Background: an optimization exercise with open tools, aiming at small area and a short achievable clock period. Do not read the settings as production practice.

Setup of before:
==> flow/design.v <==
module viterbi_add_select #(
    parameter ZA = 0,
    parameter ZB = 0
) (
    input             clk,
    input      [11:0] m0,       
    input      [11:0] m1,       
    input      [9:0]  bA,       
    input      [9:0]  bB,       
    input             go,       
    input             hold,     
    output reg        du,       
    output reg        dd,       
    output reg [11:0] mu,       
    output reg [11:0] md        
);
wire [11:0] xA = {{2{bA[9]}}, bA};
wire [11:0] xB = {{2{bB[9]}}, bB};
wire [11:0] u0 = ZA ? m0 : m0 + xA;
wire [11:0] u1 = ZB ? m1 : m1 + xB;
wire [11:0] d0 = ZB ? m0 : m0 + xB;
wire [11:0] d1 = ZA ? m1 : m1 + xA;
wire [11:0] tu = u0 - u1;
wire [11:0] td = d0 - d1;
wire        cu = ~tu[11];
wire        cd = ~td[11];
wire su0 = go & ~cu;
wire su1 = go &  cu;
wire sd0 = go & ~cd;
wire sd1 = go &  cd;
always @(posedge clk) begin
    du <= cu;
    dd <= cd;
    mu <= ({12{su0}} & u0) | ({12{su1}} & u1) | ({12{hold}} & mu);
    md <= ({12{sd0}} & d0) | ({12{sd1}} & d1) | ({12{hold}} & md);
end
endmodule
module viterbi_data_forward(
    input         clk,
    input         rst,
    input  [7:0]  LLR0,
    input  [7:0]  LLR1,
    input         data_in_v,
    output [63:0] back_info,
    output        back_info_v
);
localparam [63:0] ATAB = {
    2'd3, 2'd2, 2'd3, 2'd2, 2'd0, 2'd1, 2'd0, 2'd1,
    2'd0, 2'd1, 2'd0, 2'd1, 2'd3, 2'd2, 2'd3, 2'd2,
    2'd1, 2'd0, 2'd1, 2'd0, 2'd2, 2'd3, 2'd2, 2'd3,
    2'd2, 2'd3, 2'd2, 2'd3, 2'd1, 2'd0, 2'd1, 2'd0};
wire [9:0] p = {LLR0[7], LLR0[7], LLR0} + {LLR1[7], LLR1[7], LLR1};
reg  [7:0] ra, rb, na, nb;
reg  [9:0] rp, np;
reg        v1, v2, clr;
always @(posedge clk) begin
    ra  <= LLR0;
    rb  <= LLR1;
    rp  <= p;
    na  <= ~LLR0;
    nb  <= ~LLR1;
    np  <= ~p;
    v1  <= data_in_v & ~rst;
    v2  <= v1 & ~rst;
    clr <= rst;
end
wire go   = v1;
wire hold = ~v1 & ~clr;
wire [9:0] bm [0:7];
assign bm[0] = 10'd0;
assign bm[1] = {ra[7], ra[7], ra};
assign bm[2] = {rb[7], rb[7], rb};
assign bm[3] = rp;
assign bm[4] = 10'd0;
assign bm[5] = ~{na[7], na[7], na};
assign bm[6] = ~{nb[7], nb[7], nb};
assign bm[7] = ~np;
wire [11:0] m [0:63];
genvar i;
generate
    for (i = 0; i < 32; i = i + 1) begin : bf
        localparam integer A = ATAB[2*i +: 2];
        localparam integer B = 3 - A;
        localparam integer C = (i >= 16) ? 4 : 0;    
        viterbi_add_select #(.ZA(A == 0), .ZB(B == 0)) u (
            .clk  (clk),
            .m0   (m[2*i]),
            .m1   (m[2*i+1]),
            .bA   (bm[C+A]),
            .bB   (bm[C+B]),
            .go   (go),
            .hold (hold),
            .du   (back_info[i]),
            .dd   (back_info[i+32]),
            .mu   (m[i]),
            .md   (m[i+32])
        );
    end
endgenerate
assign back_info_v = v2;
endmodule
clock: 5.5 ns
lec_check: 0
cap_margin: 20
core_margin: 2
core_utilization: 40
setup_slack_margin: 0.6
slew_margin: 20
run.sh (not shown) runs the stock make flow with config.mk's settings and CLKGATE_MAP_FILE= SYNTH_SCRIPT=/design/flow/synth_recipe.tcl, a recipe that flattens the netlist after the stock synthesis.
diff inputs: before => after
==> flow/design.v <==
module viterbi_add_select(
    input             clk,
    input      [11:0] m0,       
    input      [11:0] m1,       
    input      [8:0]  bA,
    input      [8:0]  bB,
    input             go,       
    input             hold,     
    output reg        du,       
    output reg        dd,       
    output reg [11:0] mu,       
    output reg [11:0] md        
);
wire [11:0] u0 = m0 + {3'd0, bA};
wire [11:0] u1 = m1 + {3'd0, bB};
wire [11:0] d0 = m0 + {3'd0, bB};
wire [11:0] d1 = m1 + {3'd0, bA};
wire [11:0] tu = u0 - u1;
wire [11:0] td = d0 - d1;
wire        cu = ~tu[11];
wire        cd = ~td[11];
wire su0 = go & ~cu;
wire su1 = go &  cu;
wire sd0 = go & ~cd;
wire sd1 = go &  cd;
always @(posedge clk) begin
    du <= cu;
    dd <= cd;
    mu <= ({12{su0}} & u0) | ({12{su1}} & u1) | ({12{hold}} & mu);
    md <= ({12{sd0}} & d0) | ({12{sd1}} & d1) | ({12{hold}} & md);
end
endmodule
module viterbi_data_forward(
    input         clk,
    input         rst,
    input  [7:0]  LLR0,
    input  [7:0]  LLR1,
    input         data_in_v,
    output [63:0] back_info,
    output        back_info_v
);
localparam [63:0] ATAB = {
    2'd3, 2'd2, 2'd3, 2'd2, 2'd0, 2'd1, 2'd0, 2'd1,
    2'd0, 2'd1, 2'd0, 2'd1, 2'd3, 2'd2, 2'd3, 2'd2,
    2'd1, 2'd0, 2'd1, 2'd0, 2'd2, 2'd3, 2'd2, 2'd3,
    2'd2, 2'd3, 2'd2, 2'd3, 2'd1, 2'd0, 2'd1, 2'd0};
wire [7:0] pa = LLR0[7] ? 8'd0 : LLR0;
wire [7:0] na = LLR0[7] ? -LLR0 : 8'd0;
wire [7:0] pb = LLR1[7] ? 8'd0 : LLR1;
wire [7:0] nb = LLR1[7] ? -LLR1 : 8'd0;
reg  [8:0] bm0, bm1, bm2, bm3;
reg        v1, v2, clr;
always @(posedge clk) begin
    bm0 <= na + nb;
    bm1 <= pa + nb;
    bm2 <= na + pb;
    bm3 <= pa + pb;
    v1  <= data_in_v & ~rst;
    v2  <= v1 & ~rst;
    clr <= rst;
end
wire go   = v1;
wire hold = ~v1 & ~clr;
wire [8:0] bm [0:3];
assign bm[0] = bm0;
assign bm[1] = bm1;
assign bm[2] = bm2;
assign bm[3] = bm3;
wire [11:0] m [0:63];
genvar i;
generate
    for (i = 0; i < 32; i = i + 1) begin : bf
        localparam integer A = ATAB[2*i +: 2];
        localparam integer B = 3 - A;
        viterbi_add_select u (
            .clk  (clk),
            .m0   (m[2*i]),
            .m1   (m[2*i+1]),
            .bA   (bm[A]),
            .bB   (bm[B]),
            .go   (go),
            .hold (hold),
            .du   (back_info[i]),
            .dd   (back_info[i+32]),
            .mu   (m[i]),
            .md   (m[i+32])
        );
    end
endgenerate
assign back_info_v = v2;
endmodule
--- outcome ---
Across after and before, none had a timing, DRC or antenna violation.
Between after and before, the global-route usage is higher for before.
Layout overhead on the synthesized area: after vs before — no meaningful difference
Of after and before, before shows the higher met1 demand-to-capacity share in global routing, with after below it.
Going from before to after, number of nets in the final layout grows by about 6%.
What before reported for mapped cell area has to be multiplied by 1.06 to get the figure for after.
Core util | after vs before | after lower
No run of this note included a check of the RTL's function; only the layout flow was run.

-- re-timing with driven ports --
The flow's constraints put no driver on any port. The routed layouts listed below were extracted and timed again, unchanged, in two steps. Step 1, drivers: a clkbuf_16 drives clk and a buf_2 each remaining input, both assumed. Step 2 adds t to the input delays and takes it off the output delays; t is the mean of the earliest and latest rising clock arrival at the registers after step 1. Input paths then give back, and output paths get back, about the clock's delay inside the block. Slacks: no drivers / after step 1 / after step 2; pairs: no drivers / after step 1.
| run | t, ns | setup WS [ns] | latest minus earliest clock arrival (ns) |
|---|---|---|---|
| before | 0.873 | 0.622 / 0.622 / 0.622 | 0.046 / 0.045 |
| after | 0.879 | 0.596 / 0.596 / 0.596 | 0.034 / 0.033 |
After both steps every run listed still meets setup and hold.
